This design comes from an exercise in tuning for small area and a short achievable clock period on the open sky130 flow, not from production work.
Where RTL was checked, it was by simulation tests only, not by an equivalence proof against the original.
No activity file was given, so power comes from the tool's default toggle rates.

== before ==
// float_adder
module float_adder(
    input   clk,
    input   rst,
    input   [31:0]  x,
    input   [31:0]  y,
    output  [31:0]  z,
    output  [1:0]   overflow  
);
For scale: roughly 1,200 cells after synthesis, about 230 flip-flops, about 100 I/O pins, ~0.012 mm² of cells after synthesis.
clock: 5.0 ns
lec_check: 0
cap_margin: 20
core_margin: 2
core_utilization: 40
setup_slack_margin: 2.5
slew_margin: 20
run.sh (not shown) runs the stock make flow with config.mk's settings and CLKGATE_MAP_FILE= SYNTH_SCRIPT=/design/flow/synth_recipe.tcl, a recipe that flattens the netlist after the stock synthesis.
Modified inputs, after compared to before
Settings: SETUP_SLACK_MARGIN: 2.5 -> unset.
[summary]
From before to after the numbers moved as follows: global-route usage fell by 0.82 points, register-to-register setup slack fell by 0.50 ns.
Against before, first-pass GRT wire length in after fell by a few percent.
Comparing per-cell via count in the routed design for before and after, the bigger number came from before.
When after is set beside before, its depth of the worst register-to-register path turns out to be 1 smaller.
Function was not checked in any run of this note: the RTL went through the layout flow alone.

Another version of the RTL of float_adder (not shown whole).
Size: roughly 1400 cells after synthesis, roughly 12000 um^2 of cells after synthesis.
## float_adder
module float_adder(
    input   clk,
    input   rst,
    input   [31:0]  x,
    input   [31:0]  y,
    output  [31:0]  z,
    output  [1:0]   overflow  
);
Settings: LEC_CHECK=0, ABC_AREA=1, CAP_MARGIN=20, CORE_MARGIN=2, CORE_UTILIZATION=50, SETUP_SLACK_MARGIN=2.8, SLEW_MARGIN=20; clock period 5.0 ns.
standard.sh (not shown) runs the stock make flow with config.mk's settings and CLKGATE_MAP_FILE= SYNTH_SCRIPT=/design/flow/synth_recipe.tcl, a recipe that flattens the netlist after the stock synthesis.
==> flow/flow/run.sh <==
#!/bin/bash
# Standard layout, with the port buffers made from a plain buffer cell.
set -euo pipefail
export BUFFER_PORTS_ARGS="-buffer_cell sky130_fd_sc_hd__buf_2"
bash standard.sh > standard.log 2>&1
Edit:
- CTS_BUF_LIST: default -> sky130_fd_sc_hd__clkbuf_8
- CTS_CLUSTER_SIZE: default -> 40
After rerunning: Worst hold slack gets worse by 14 ps. Design area climbs by 1.2%. Critical path depth climbs by 1.
No run of this note included a check of the RTL's function; only the layout flow was run.

## yarrow
Another version of the RTL of float_adder (not shown whole).
Size in the first run: ~200 flip-flops, about 100 I/O pins, roughly 12000 µm² of cells after synthesis.
==> flow/config.mk <==
export PLATFORM = sky130hd
export DESIGN_NAME = float_adder
export DESIGN_NICKNAME = float_adder
export VERILOG_FILES = /design/flow/design.v
export SDC_FILE = /design/flow/constraint.sdc
export NUM_CORES = 4
export LEC_CHECK = 0
export CAP_MARGIN = 20
export CORE_MARGIN = 2
export CORE_UTILIZATION = 40
export SLEW_MARGIN = 20
==> flow/constraint.sdc <==
create_clock -name core_clock -period 5.0 [get_ports {clk}]
set_input_delay 1.0000 -clock core_clock [delete_from_list [all_inputs] [get_ports {clk}]]
set_output_delay 1.0000 -clock core_clock [all_outputs]
set_load 0.01 [all_outputs]
run.sh (not shown) runs the stock make flow with config.mk's settings and CLKGATE_MAP_FILE= SYNTH_SCRIPT=/design/flow/synth_recipe.tcl, a recipe that flattens the netlist after the stock synthesis.
Stock flow here: none of the scripts above is used.
yarrow: PASS, flow complete, no timing, DRC or antenna violations
The inputs of maple differ from those of yarrow as listed below.
- SETUP_SLACK_MARGIN: unset -> 2.0
==> comparison <==
Per the final summary, maple finished and its layout is clean on timing, DRC and antenna.
Min critical path depth across yarrow and maple: yarrow
maple vs. yarrow: hold-critical path depth did not really move, final critical path time including I/O delays and setup went down, relative area change from synthesis to final layout went up.
Fmax: maple higher than yarrow
Between yarrow and maple, the difference in worst hold-check slack is negligible.
Sort yarrow and maple by met2 layer usage reported by global route, descending, and maple comes first.
Taking yarrow as the reference, in maple final wirelength has increased; worst setup slack climbed 0.83 ns.

float_adder, a different RTL version from the one above (not shown whole).
Size in the first run: roughly 1500 cells after synthesis.
==> flow/config.mk <==
export PLATFORM = sky130hd
export DESIGN_NAME = float_adder
export DESIGN_NICKNAME = float_adder
export VERILOG_FILES = /design/flow/design.v
export SDC_FILE = /design/flow/constraint.sdc
export NUM_CORES = 4
export LEC_CHECK = 0
export ABC_AREA = 1
export CAP_MARGIN = 10
export CORE_MARGIN = 2
export CORE_UTILIZATION = 62
export SETUP_SLACK_MARGIN = 2.5
export SLEW_MARGIN = 10
==> flow/constraint.sdc <==
create_clock -name core_clock -period 5.0 [get_ports {clk}]
set_input_delay 1.0000 -clock core_clock [delete_from_list [all_inputs] [get_ports {clk}]]
set_output_delay 1.0000 -clock core_clock [all_outputs]
set_load 0.01 [all_outputs]
standard.sh (not shown) runs the stock make flow with config.mk's settings and CLKGATE_MAP_FILE= SYNTH_SCRIPT=/design/flow/synth_recipe.tcl, a recipe that flattens the netlist after the stock synthesis.
==> flow/flow/run.sh <==
#!/bin/bash
# Standard layout (standard.sh), with port buffers made from a plain buffer
# cell and clock tree synthesis without dummy loads.
set -euo pipefail
export BUFFER_PORTS_ARGS="-buffer_cell sky130_fd_sc_hd__buf_1"
export CTS_ARGS="-sink_clustering_enable -repair_clock_nets -dont_use_dummy_load -buf_list sky130_fd_sc_hd__clkbuf_16 -sink_clustering_size 24 -sink_clustering_max_diameter 120"
bash standard.sh > standard.log 2>&1
Change:
==> flow/flow/run.sh (replaced) <==
#!/bin/bash
# Standard layout, with the port buffers made from a plain buffer cell.
set -euo pipefail
export BUFFER_PORTS_ARGS="-buffer_cell sky130_fd_sc_hd__buf_2"
bash standard.sh > standard.log 2>&1
Settings changed: CAP_MARGIN 10 to 20, CORE_UTILIZATION 62 to 50, CTS_BUF_LIST from default to sky130_fd_sc_hd__clkbuf_8, CTS_CLUSTER_SIZE from default to 40, SETUP_SLACK_MARGIN 2.5 to 2.8, SLEW_MARGIN 10 to 20.
The changed run finished clean.
Synthesized cell count stays the same.
Die area rises by 23%.
Core utilization is lower by 7.1 points.
Wire length rose by about 8%.
Setup slack improved by 0.18 ns.
Register-to-register slack gets better by 0.14 ns.
Combinational power increases by 18%.
Change:
==> flow/flow/run.sh (replaced) <==
#!/bin/bash
# Standard layout (standard.sh), with port buffers made from a plain buffer
# cell and clock tree synthesis without dummy loads.
set -euo pipefail
export BUFFER_PORTS_ARGS="-buffer_cell sky130_fd_sc_hd__buf_1"
export CTS_ARGS="-sink_clustering_enable -repair_clock_nets -dont_use_dummy_load -buf_list sky130_fd_sc_hd__clkbuf_16 -sink_clustering_size 24 -sink_clustering_max_diameter 120"
bash standard.sh > standard.log 2>&1
Settings changed: CAP_MARGIN 20 to 10, CORE_UTILIZATION 50 to 62, CTS_BUF_LIST sky130_fd_sc_hd__clkbuf_8 to default, CTS_CLUSTER_SIZE 40 to default, SETUP_SLACK_MARGIN 2.8 to 2.6, SLEW_MARGIN 20 to 10.
What happened: Setup slack is worse by 0.051 ns; via count decreases by 3.1%; register-to-register slack degrades by 0.05 ns.
Change:
==> flow/run.sh (new file) <==
#!/bin/bash
# synth_recipe.tcl (not shown) runs the flow's synth.tcl, then flattens the netlist and writes it again
# the make line also repeats each setting of config.mk as NAME=value (left out here)
make -C /OpenROAD-flow-scripts/flow DESIGN_CONFIG=/design/flow/config.mk WORK_HOME=/design/flow/orfs CLKGATE_MAP_FILE= SYNTH_SCRIPT=/design/flow/synth_recipe.tcl finish
Settings changed: ABC_AREA 1 to default, CAP_MARGIN 10 to 20, CORE_UTILIZATION 62 to 40, SETUP_SLACK_MARGIN 2.6 to 3.0, SLEW_MARGIN 10 to 20.
removed: flow/flow/run.sh
removed: flow/standard.sh
=> The new run finished with timing, DRC and antenna clean; count of clock-buffer cells in the layout rose by 23; critical path depth drops by 1; worst hold slack hardly moves; via count is higher by 7.9%; total power rose by 31%; cell count rose by 9.2%; die area is higher by about 70%; fmax is lower by about 3%; register-to-register slack loses 0.07 ns; wire length went up by about 30%.
Change:
==> flow/flow/run.sh (new file) <==
#!/bin/bash
# Standard layout (standard.sh), with port buffers made from a plain buffer
# cell and clock tree synthesis without dummy loads.
set -euo pipefail
export BUFFER_PORTS_ARGS="-buffer_cell sky130_fd_sc_hd__buf_1"
export CTS_ARGS="-sink_clustering_enable -repair_clock_nets -dont_use_dummy_load -buf_list sky130_fd_sc_hd__clkbuf_16 -sink_clustering_size 24 -sink_clustering_max_diameter 120"
bash standard.sh > standard.log 2>&1
==> flow/standard.sh (new file) <==
#!/bin/bash
# synth_recipe.tcl (not shown) runs the flow's synth.tcl, then flattens the netlist and writes it again
# the make line also repeats each setting of config.mk as NAME=value (left out here)
make -C /OpenROAD-flow-scripts/flow DESIGN_CONFIG=/design/flow/config.mk WORK_HOME=/design/flow/orfs CLKGATE_MAP_FILE= SYNTH_SCRIPT=/design/flow/synth_recipe.tcl "${@:-finish}"
Settings changed: ABC_AREA from default to 1, CAP_MARGIN 20 to 10, CORE_UTILIZATION 40 to 62, SETUP_SLACK_MARGIN 3.0 to 2.7, SLEW_MARGIN 20 to 10.
removed: flow/run.sh
Non-clock buffer count is lower by 91; maximum frequency is higher by a few percent; power is lower by about a fifth; clock power is lower by well over a third; register-to-register slack is better by 0.09 ns; final cell count is lower by a little under a tenth; count of clock-buffer cells in the layout is lower by 23; design area is lower by a quarter to a third; first-iteration DRC count is higher by a quarter to a third; area after synthesis is lower by roughly a tenth; setup slack is better by 0.089 ns.

Another version of the RTL of float_adder (not shown whole).
Size in the first run: roughly 1400 cells after synthesis, about 250 flip-flops, ~100 I/O pins, roughly 12000 sq um of cells after synthesis.
Settings: LEC_CHECK=0, ABC_AREA=1, CAP_MARGIN=10, CORE_MARGIN=2, CORE_UTILIZATION=58, GPL_ROUTABILITY_DRIVEN=0, SETUP_SLACK_MARGIN=2.6, SLEW_MARGIN=10; clock period 5.0 ns.
==> flow/flow/run.sh <==
#!/bin/bash
# Standard layout (standard.sh), with port buffers made from a plain buffer
# cell and clock tree synthesis without dummy loads.
set -euo pipefail
export BUFFER_PORTS_ARGS="-buffer_cell sky130_fd_sc_hd__buf_1"
export CTS_ARGS="-sink_clustering_enable -repair_clock_nets -dont_use_dummy_load -buf_list sky130_fd_sc_hd__clkbuf_16 -sink_clustering_size 24 -sink_clustering_max_diameter 120"
bash standard.sh > standard.log 2>&1
The baseline finished with timing, DRC and antenna clean.
Then changed:
--- a/flow/flow/run.sh
+++ b/flow/flow/run.sh
@@ -6 +6 @@
-export CTS_ARGS="-sink_clustering_enable -repair_clock_nets -dont_use_dummy_load -buf_list sky130_fd_sc_hd__clkbuf_16 -sink_clustering_size 24 -sink_clustering_max_diameter 120"
+export CTS_ARGS="-sink_clustering_enable -repair_clock_nets -dont_use_dummy_load -buf_list sky130_fd_sc_hd__clkbuf_16 -sink_clustering_size 30 -sink_clustering_max_diameter 150"
--- a/flow/config.mk
+++ b/flow/config.mk
@@ -11 +11 @@
-export CORE_UTILIZATION = 58
+export CORE_UTILIZATION = 62
@@ -13 +13 @@
-export SETUP_SLACK_MARGIN = 2.6
+export SETUP_SLACK_MARGIN = 2.65
- The new run ran to the end with no violations
- power is lower by about 1.5%
- flip-flop and latch count stays the same
- area after synthesis does not change
Then changed:
--- a/flow/flow/run.sh
+++ b/flow/flow/run.sh
@@ -6 +6 @@
-export CTS_ARGS="-sink_clustering_enable -repair_clock_nets -dont_use_dummy_load -buf_list sky130_fd_sc_hd__clkbuf_16 -sink_clustering_size 30 -sink_clustering_max_diameter 150"
+export CTS_ARGS="-sink_clustering_enable -repair_clock_nets -dont_use_dummy_load -buf_list sky130_fd_sc_hd__clkbuf_16 -sink_clustering_size 24 -sink_clustering_max_diameter 120"
--- a/flow/config.mk
+++ b/flow/config.mk
@@ -13 +13 @@
-export SETUP_SLACK_MARGIN = 2.65
+export SETUP_SLACK_MARGIN = 2.6
Total power came out higher by 1.0%.
Via count barely changes.
First-iteration DRC count came out lower by 30%.
Flip-flop and latch count stays the same.
Worst hold slack improved by 0.015 ns.
Utilization barely changes.
Wire length came out higher by 0.45%.
Global-route usage came out higher by 0.64 points.
Sequential share of layout area barely changes.
Synthesized cell count does not change.
Then changed:
--- a/flow/flow/run.sh
+++ b/flow/flow/run.sh
@@ -6,0 +7 @@
+export RECOVER_POWER=100
--- a/flow/config.mk
+++ b/flow/config.mk
@@ -12 +11,0 @@
-export GPL_ROUTABILITY_DRIVEN = 0
Result:
- The new run finished with timing, DRC and antenna clean
- worst setup slack loses 0.96 ns
- clock skew barely changes
- clock-buffer cell count is unchanged
- via count is higher by 0.31%
- sequential share of layout area rises by 0.44 points
- total power shrinks by 0.88%
- die area does not change
Then changed:
--- a/flow/flow/run.sh
+++ b/flow/flow/run.sh
@@ -7 +6,0 @@
-export RECOVER_POWER=100
--- a/flow/config.mk
+++ b/flow/config.mk
@@ -12 +12 @@
-export SETUP_SLACK_MARGIN = 2.6
+export SETUP_SLACK_MARGIN = 2.8
=> Fmax rises by 43%; sequential share of layout area drops by 2.4 points; final cell count increases by 1.9%.
Then changed:
--- a/flow/config.mk
+++ b/flow/config.mk
@@ -12 +12 @@
-export SETUP_SLACK_MARGIN = 2.8
+export SETUP_SLACK_MARGIN = 2.7
=>
- die area does not change
- total power fell by a few percent
- count of clock-buffer cells in the layout does not change
- wire length is lower by a few percent
- clock skew barely changes
- setup slack is worse by 0.0091 ns
- critical path depth is unchanged
- non-clock buffer count went down by 16

Setup of try-pepper:
The RTL this note starts from:
==> flow/design.v <==
module float_adder(
    input   clk,
    input   rst,
    input   [31:0]  x,
    input   [31:0]  y,
    output  [31:0]  z,
    output  [1:0]   overflow  
);
    reg [2:0] cnt;
    always @(posedge clk or negedge rst) begin
        if (!rst)
            cnt <= 3'd0;
        else if (cnt != 3'd7)
            cnt <= cnt + 3'd1;
    end
    wire [8:0] d = {1'b0, x[30:23]} - {1'b0, y[30:23]};
    wire x_gt = x[30:0] > y[30:0];       
    wire zx = (x[30:0] == 31'd0);
    wire zy = (y[30:0] == 31'd0);
    reg [31:0] xr, yr;
    reg [8:0]  i_d;
    reg        i_xb, i_hx, i_hy;
    always @(posedge clk) begin
        i_hx <= ~zx;             
        i_hy <= ~zy | zx;        
        xr   <= x;
        yr   <= y;
        i_d  <= d;
        i_xb <= x_gt;
    end
    wire [7:0] ex = xr[30:23], ey = yr[30:23];
    wire [22:0] mx = xr[22:0], my = yr[22:0];
    wire sx = xr[31], sy = yr[31];
    wire sub = sx ^ sy;
    wire neg = i_d[8];                   
    wire hx = i_hx, hy = i_hy;
    wire [23:0] s_sml = i_xb ? {hy, my} : (neg ? {1'b0, hx, mx[22:1]} : {hx, mx});
    wire [4:0]  sh    = i_d[4:0] ^ {5{neg}};
    wire        far   = neg ? (i_d[7:5] != 3'b111) : (i_d[7:5] != 3'b000);
    wire [23:0] s_al  = far ? 24'd0 : (s_sml >> sh);
    wire [22:0] m_big = i_xb ? mx : my;         
    wire [7:0]  e_big = i_xb ? ex : ey;
    wire ex1 = (ex == 8'd255), ey1 = (ey == 8'd255);
    wire nan  = (ex1 && (mx != 23'd0)) || (ey1 && (my != 23'd0));
    wire spec = ex1 || ey1;
    wire ones = nan || (ex1 && ey1 && sub);
    wire sgn = spec ? (sx | nan) : (i_xb ? sx : sy);
    reg [22:0] a_big;
    reg [23:0] a_sml;
    reg [7:0]  a_e;
    reg a_sgn, a_sub, a_spec, a_ones;
    always @(posedge clk) begin
        a_big  <= m_big;
        a_sml  <= s_al ^ {24{sub}};
        a_e    <= e_big;
        a_sgn  <= sgn;
        a_sub  <= sub;
        a_spec <= spec;
        a_ones <= ones;
    end
    wire [25:0] s_res = {2'b01, a_big, 1'b1} + {a_sub, a_sml, a_sub};
    wire [24:0] sum = {s_res[25] & ~a_sub, s_res[24:1]};
    reg [24:0] m_sum;
    reg [7:0]  m_ep1;        
    reg m_sgn, m_spec, m_ones;
    always @(posedge clk) begin
        m_sum  <= sum;
        m_ep1  <= a_e + 8'd1;
        m_sgn  <= a_sgn;
        m_spec <= a_spec;
        m_ones <= a_ones;
    end
    wire e0 = (m_ep1 == 8'd1);
    wire [24:0] lzin = {m_sum[24], m_sum[23] | e0, m_sum[22:0]};
    reg [4:0] k;
    integer i;
    always @(*) begin
        k = 5'd0;
        for (i = 0; i < 25; i = i + 1)
            if (lzin[i]) k = 5'd24 - i[4:0];
    end
    wire [23:0] crs  = m_sum[23:0] << {k[4:3], 3'b000};
    wire zero = (m_sum == 25'd0);
    wire ovf  = m_sum[24] && (m_ep1 == 8'd255);
    reg [23:0] n_m;
    reg [4:0]  n_k;
    reg [7:0]  n_ep1;
    reg        n_ones, n_clr, n_e255, n_e0;
        always @(posedge clk) begin
        n_m    <= crs;
        n_k    <= k;
        n_ep1  <= m_ep1;
        n_ones <= m_spec & m_ones;
        n_clr  <= m_spec | ovf;
        n_e255 <= m_spec | ovf;
        n_e0   <= zero & ~m_spec;
    end
    reg        z_s;
    reg [1:0]  z_ov;
    always @(posedge clk) begin
        if (cnt == 3'd3) begin
            z_s    <= (zero & ~m_spec) ? 1'b0 : m_sgn;
            z_ov   <= m_spec ? 2'b11 : {1'b0, ovf};
        end
    end
    wire [23:0] fin = n_m << n_k[2:0];
    reg [22:0] z_m;
    reg [7:0]  z_e;
    always @(posedge clk) begin
        if (cnt == 3'd4) begin
        z_m <= n_ones ? {23{1'b1}} : (n_clr ? 23'd0 : fin[23:1]);
        z_e <= n_e255 ? 8'd255 : (n_e0 ? 8'd0 : n_ep1 - {3'd0, n_k});
        end
    end
    assign z = {z_s, z_e, z_m};
    assign overflow = z_ov;
endmodule
==> flow/config.mk <==
export PLATFORM = sky130hd
export DESIGN_NAME = float_adder
export DESIGN_NICKNAME = float_adder
export VERILOG_FILES = /design/flow/design.v
export SDC_FILE = /design/flow/constraint.sdc
export NUM_CORES = 4
export LEC_CHECK = 0
export ABC_AREA = 1
export CAP_MARGIN = 10
export CORE_MARGIN = 2
export CORE_UTILIZATION = 50
export SETUP_SLACK_MARGIN = 2.9
export SLEW_MARGIN = 10
==> flow/constraint.sdc <==
create_clock -name core_clock -period 5.0 [get_ports {clk}]
set_input_delay 1.0000 -clock core_clock [delete_from_list [all_inputs] [get_ports {clk}]]
set_output_delay 1.0000 -clock core_clock [all_outputs]
set_load 0.01 [all_outputs]
==> flow/flow/run.sh <==
#!/bin/bash
# Standard layout (standard.sh), with port buffers made from a plain buffer
# cell and clock tree synthesis without dummy loads.
set -euo pipefail
export BUFFER_PORTS_ARGS="-buffer_cell sky130_fd_sc_hd__buf_1"
export CTS_ARGS="-sink_clustering_enable -repair_clock_nets -dont_use_dummy_load -buf_list sky130_fd_sc_hd__clkbuf_16 -sink_clustering_size 24 -sink_clustering_max_diameter 120"
bash standard.sh > standard.log 2>&1
Input changes introduced in try-delta (baseline for comparison: try-pepper):
- SLEW_MARGIN now 20, was 10
- SETUP_SLACK_MARGIN now 2.5, was 2.9
- CORE_UTILIZATION now 40, was 50
- CAP_MARGIN now 20, was 10
- ABC_AREA no longer set, was 1
==> flow/run.sh (new file) <==
#!/bin/bash
# synth_recipe.tcl (not shown) runs the flow's synth.tcl, then flattens the netlist and writes it again
# the make line also repeats each setting of config.mk as NAME=value (left out here)
make -C /OpenROAD-flow-scripts/flow DESIGN_CONFIG=/design/flow/config.mk WORK_HOME=/design/flow/orfs CLKGATE_MAP_FILE= SYNTH_SCRIPT=/design/flow/synth_recipe.tcl finish
removed: flow/flow/run.sh
removed: flow/standard.sh
==> notes.md <==
- Synthesized netlist cell count ends up higher on try-pepper.
- From try-pepper to try-delta the numbers moved as follows: horizontal extent of the die went up, final area higher.
- On clock latency of the later-clocked register in the worst-skew pair, the higher figure sits with try-delta, not try-pepper.
- Worst slack on hold paths of try-delta is on par with try-pepper.
- Number of core rows for try-delta: 18% up relative to try-pepper
- Total power draw: try-pepper and try-delta compared, lower one is try-pepper
[inputs] try-violet vs try-delta
- changing CAP_MARGIN from 20 to 0
- setting ABC_AREA to 1 for the first time
- changing SETUP_SLACK_MARGIN from 2.5 to 2.6
- changing SLEW_MARGIN from 20 to 0
- changing CORE_UTILIZATION from 40 to 62
==> flow/flow/run.sh (new file) <==
#!/bin/bash
# Standard layout (standard.sh), with port buffers made from a plain buffer
# cell and clock tree synthesis without dummy loads.
set -euo pipefail
export BUFFER_PORTS_ARGS="-buffer_cell sky130_fd_sc_hd__buf_1"
export CTS_ARGS="-sink_clustering_enable -repair_clock_nets -dont_use_dummy_load -buf_list sky130_fd_sc_hd__clkbuf_16 -sink_clustering_size 24 -sink_clustering_max_diameter 120"
bash standard.sh > standard.log 2>&1
==> flow/standard.sh (new file) <==
#!/bin/bash
# synth_recipe.tcl (not shown) runs the flow's synth.tcl, then flattens the netlist and writes it again
# the make line also repeats each setting of config.mk as NAME=value (left out here)
make -C /OpenROAD-flow-scripts/flow DESIGN_CONFIG=/design/flow/config.mk WORK_HOME=/design/flow/orfs CLKGATE_MAP_FILE= SYNTH_SCRIPT=/design/flow/synth_recipe.tcl "${@:-finish}"
removed: flow/run.sh
==> notes.md <==
No run among try-delta and try-violet stopped early or left any final violation; all are clean. Gate count of the mapped netlist went up by more than 10% going from try-delta to try-violet. Higher via count of the routed design goes to try-violet over try-delta. try-violet vs try-delta: final net count up in try-violet. Total routed wirelength (try-violet over try-delta): decrease, 15%.

## port drivers added, routing unchanged
How much do the figures lean on ideal ports? The routed layouts below were timed once more, with nothing changed but the port constraints. Step 1 sets driving cells, clkbuf_16 on the clock port and buf_2 on the other inputs (assumed; they add their load-dependent delay and slew). Step 2 moves the port delays by t, midway between the first and last clock arrival at a register: inputs arrive t later, outputs are due t later. That takes back most of the time a late clock gives input paths. Three values: ideal ports, drivers, drivers and shift; two values: the first two.
run	t (ns)	setup slack, ns	hold slack, ns	worst setup path after step 2	latest minus earliest clock arrival (ns)
before	0.577	1.634 / 1.634 / 1.634	0.409 / 0.409 / 0.409	register to register	0.020 / 0.021
after	0.569	1.134 / 1.134 / 1.087	0.408 / 0.408 / 0.408	input to register	0.025 / 0.026
the first run of note 2	0.580	2.631 / 2.639 / 2.059	0.250 / 0.225 / 0.326	input to register	0.010 / 0.010
the second run of note 2	0.601	2.650 / 2.653 / 2.052	0.237 / 0.214 / 0.326	input to register	0.030 / 0.029
yarrow	0.487	0.669 / 0.669 / 0.669	0.404 / 0.404 / 0.404	register to register	0.018 / 0.018
maple	0.485	1.497 / 1.497 / 1.497	0.404 / 0.404 / 0.404	register to register	0.012 / 0.012
the first run of note 4	0.502	2.573 / 2.593 / 2.091	0.326 / 0.305 / 0.335	input to register	0.046 / 0.046
the second run of note 4	0.565	2.757 / 2.757 / 2.286	0.254 / 0.229 / 0.326	input to register	0.026 / 0.026
the third run of note 4	0.500	2.706 / 2.706 / 2.285	0.327 / 0.310 / 0.332	input to register	0.041 / 0.041
the fourth run of note 4	0.599	2.637 / 2.637 / 2.407	0.325 / 0.325 / 0.325	input to register	0.018 / 0.017
the fifth run of note 4	0.508	2.726 / 2.726 / 2.238	0.309 / 0.290 / 0.335	input to register	0.043 / 0.043
the first run of note 5	0.512	2.708 / 2.708 / 2.304	0.314 / 0.288 / 0.334	input to register	0.053 / 0.053
the second run of note 5	0.500	2.756 / 2.756 / 2.326	0.310 / 0.286 / 0.336	input to register	0.067 / 0.067
the third run of note 5	0.498	2.720 / 2.720 / 2.269	0.325 / 0.304 / 0.334	input to register	0.054 / 0.054
the fourth run of note 5	0.500	1.760 / 1.760 / 1.760	0.319 / 0.294 / 0.332	register to register	0.048 / 0.048
the fifth run of note 5	0.504	2.733 / 2.733 / 2.395	0.326 / 0.304 / 0.340	input to register	0.053 / 0.052
the sixth run of note 5	0.498	2.724 / 2.724 / 2.355	0.318 / 0.298 / 0.325	input to register	0.049 / 0.050
try-pepper	0.502	2.763 / 2.763 / 2.463	0.322 / 0.300 / 0.338	input to register	0.037 / 0.037
try-delta	0.577	2.496 / 2.496 / 2.064	0.324 / 0.324 / 0.324	input to register	0.015 / 0.015
try-violet	0.500	2.706 / 2.706 / 2.285	0.327 / 0.310 / 0.332	input to register	0.041 / 0.041
After both steps every run listed still meets setup and hold. The setup slack of the second run of note 2, which loses most, moves by +0.003 ns with the drivers and by -0.598 ns with both steps.
